Context: an optimization exercise on an open-source flow, tuned for small area, a short achievable clock period and few clock cycles per item. The choices shown serve that exercise and are no tape-out recipe. RTL that was checked went through simulation tests only; none was proved equivalent to the original.

## the previous run
==> flow/design.v (excerpt) <==
module filter
	#(parameter DWIDTH = 16)
	(input clk,
		input rst,
		output req_in,
		input ack_in,
		input [0:DWIDTH-1] data_in,
		output req_out,
		input ack_out,
		output [0:DWIDTH-1] data_out);
For scale: about 2,800 cells after synthesis, ~260 flip-flops, roughly 38 I/O pins, about 26,000 sq um of cells after synthesis.
export LEC_CHECK = 0
export CAP_MARGIN = 20
export CORE_MARGIN = 2
export CORE_UTILIZATION = 40
export SLEW_MARGIN = 20
export SYNTH_HIERARCHICAL = 1
export SYNTH_MEMORY_MAX_BITS = 16384
export SYNTH_MINIMUM_KEEP_SIZE = 0
create_clock -name core_clock -period 11.0 [get_ports {clk}]
standard.sh (not shown) runs the stock make flow with config.mk's settings and CLKGATE_MAP_FILE= SYNTH_SCRIPT=/design/flow/synth_recipe.tcl, a recipe that flattens the netlist after the stock synthesis.
==> flow/flow/run.sh <==
#!/bin/bash
# The standard layout (standard.sh: the standard flow's synthesis and ORFS flow with the
# settings of config.mk), with repair_timing asked for more setup slack than
# config.mk's SETUP_SLACK_MARGIN may ask for. The make output goes to
# standard_flow.log; ORFS's own logs stay under orfs/logs.
set -euo pipefail
MARGIN=$(cat flow/margin)
bash standard.sh SETUP_SLACK_MARGIN=$MARGIN finish > standard_flow.log 2>&1
==> flow/flow/margin <==
7.5
Testbench counts of the previous run, summed over its fixed seeds: cycles 64,000, items 32,000.
Input-level comparison between the current run and the previous run:
diff --git a/flow/design.v b/flow/design.v
--- a/flow/design.v
+++ b/flow/design.v
@@ -352,21 +352,21 @@
 			for (k = 0; k < 8; k = k + 1) begin
 				booth[3*k] = b[2*k+1] ^ b[2*k];
 				booth[3*k+1] = (b[2*k+2] & ~b[2*k+1] & ~b[2*k]) | (~b[2*k+2] & b[2*k+1] & b[2*k]);
 				booth[3*k+2] = b[2*k+2];
 			end
 		end
 	endfunction
 	reg ph;                  
 	reg first;               
 	reg [7:0] l;             
-	reg [7:0] a1_n, a2_n;    
+	reg [7:0] a1, a2_n;      
 	reg rst_r;               
 	reg sht;                 
 	reg [21-1:0] e1;
 	reg [24-1:0] e2;
 	reg [15:0] r0, r1, r2, r3;
 	reg [30:0] cs_s, cs_c;
 	reg [30:0] acc;
 	reg [15:0] din;          
 	reg dv;                  
 	reg rqi, rqo;            
@@ -374,21 +374,21 @@
 	reg occ;                 
 	reg [15:0] out;
 	assign req_in = rqi;
 	assign req_out = rqo;
 	assign data_out = out;
 	wire en = ~(ph ? (occ & ~first) : (sht & ~dv));
 	wire load = en & ph & ~first;
 	wire shift = en & ~ph & sht;
 	wire [7:0] l_next = (l < 8'd13) ? l + 8'd147 : l - 8'd13;
 	wire [7:0] a_next = ph ? l_next : 8'd160 - l;
-	wire [13:0] c1 = rom1(~a1_n);
+	wire [13:0] c1 = rom1(a1);
 	wire [23:0] e1n = booth({c1[13], c1[13], c1});
 	wire [23:0] e2n = booth(rom2(~a2_n));
 	wire [15:0] xa = r0;
 	wire [15:0] xb = r1;
 	wire [30:0] ts, tc;
 	wire p0 = (e1[0] & xa[0]) ^ e1[2];
 	wire p1 = ((e1[0] & xa[1]) | (e1[1] & xa[0])) ^ e1[2];
 	wire p2 = ((e1[0] & xa[2]) | (e1[1] & xa[1])) ^ e1[2];
 	wire p3 = ((e1[0] & xa[3]) | (e1[1] & xa[2])) ^ e1[2];
 	wire p4 = ((e1[0] & xa[4]) | (e1[1] & xa[3])) ^ e1[2];
@@ -1165,33 +1165,33 @@
 					r3 <= r0;
 				end
 			end
 			if (load)
 				out <= sum[30:15];
 		end
 		if (rst) begin
 			ph <= 1'b0;
 			first <= 1'b1;
 			l <= 8'd0;
-			a1_n <= 8'hff;
+			a1 <= 8'd0;
 			a2_n <= 8'hff;
 			sht <= 1'b0;
 			dv <= 1'b0;
 			rqi <= 1'b0;
 			rqi_n <= 1'b1;
 			rqo <= 1'b0;
 			rqo_n <= 1'b1;
 			occ <= 1'b1;
 		end else begin
 			if (en) begin
 				ph <= ~ph;
-				a1_n <= ~a_next;
+				a1 <= a_next;
 				a2_n <= ~a_next;
 				if (ph) begin
 					first <= 1'b0;
 					sht <= (l >= 8'd13);
 					l <= l_next;
 				end
 			end
 			if (~rqi_n & ack_in)
 				dv <= 1'b1;
 			else if (shift)
## What came out
Dominant combinational cell family by area after synthesis = adder cells: the previous run; dominant combinational cell family by area after synthesis = compound AO/OA/AOI/OAI gates: the current run. [compare] base=the previous run new=the current run: signed area change from the synthesized netlist to the final layout rose 7.3 points; portion of netlist area occupied by mux cells barely changed. The current run vs the previous run on wire length after detailed routing: the current run is the higher one. Worst slew margin relative to its limit (lower): the previous run. Relative to the previous run, final cell count has increased by 393 in the current run. The current run vs the previous run, end point of the critical path: cs_c[16] vs cs_c[18]. Note that the synthesized net count recorded for the previous run amounts to 0.917 times the value seen in the current run. Total cell area at the placement stage was higher in the run labelled the current run.
The RTL of the current run was laid out without a check of its function.

-- re-timing with driven ports --
The results above use ideal ports. As a check the final layouts listed here were re-extracted and re-timed, cells and wires unchanged. Step 1, drivers: a clkbuf_16 drives clk and a buf_2 each remaining input, both assumed. Step 2 adds t to the input delays and takes it off the output delays; t is the mean of the earliest and latest rising clock arrival at the registers after step 1. Input paths then give back, and output paths get back, about the clock's delay inside the block. Slacks: ideal ports / drivers / drivers and shift; pairs: ideal ports / drivers.
run	shift t [ns]	setup WS [ns]	worst setup path after step 2
the previous run	0.619	6.870 / 6.870 / 6.870	register to register
the current run	0.617	6.820 / 6.820 / 6.237	input to register
After both steps every run listed still meets setup and hold. The setup slack of the current run, which loses most, moves by 0.000 ns with the drivers and by -0.583 ns with both steps.
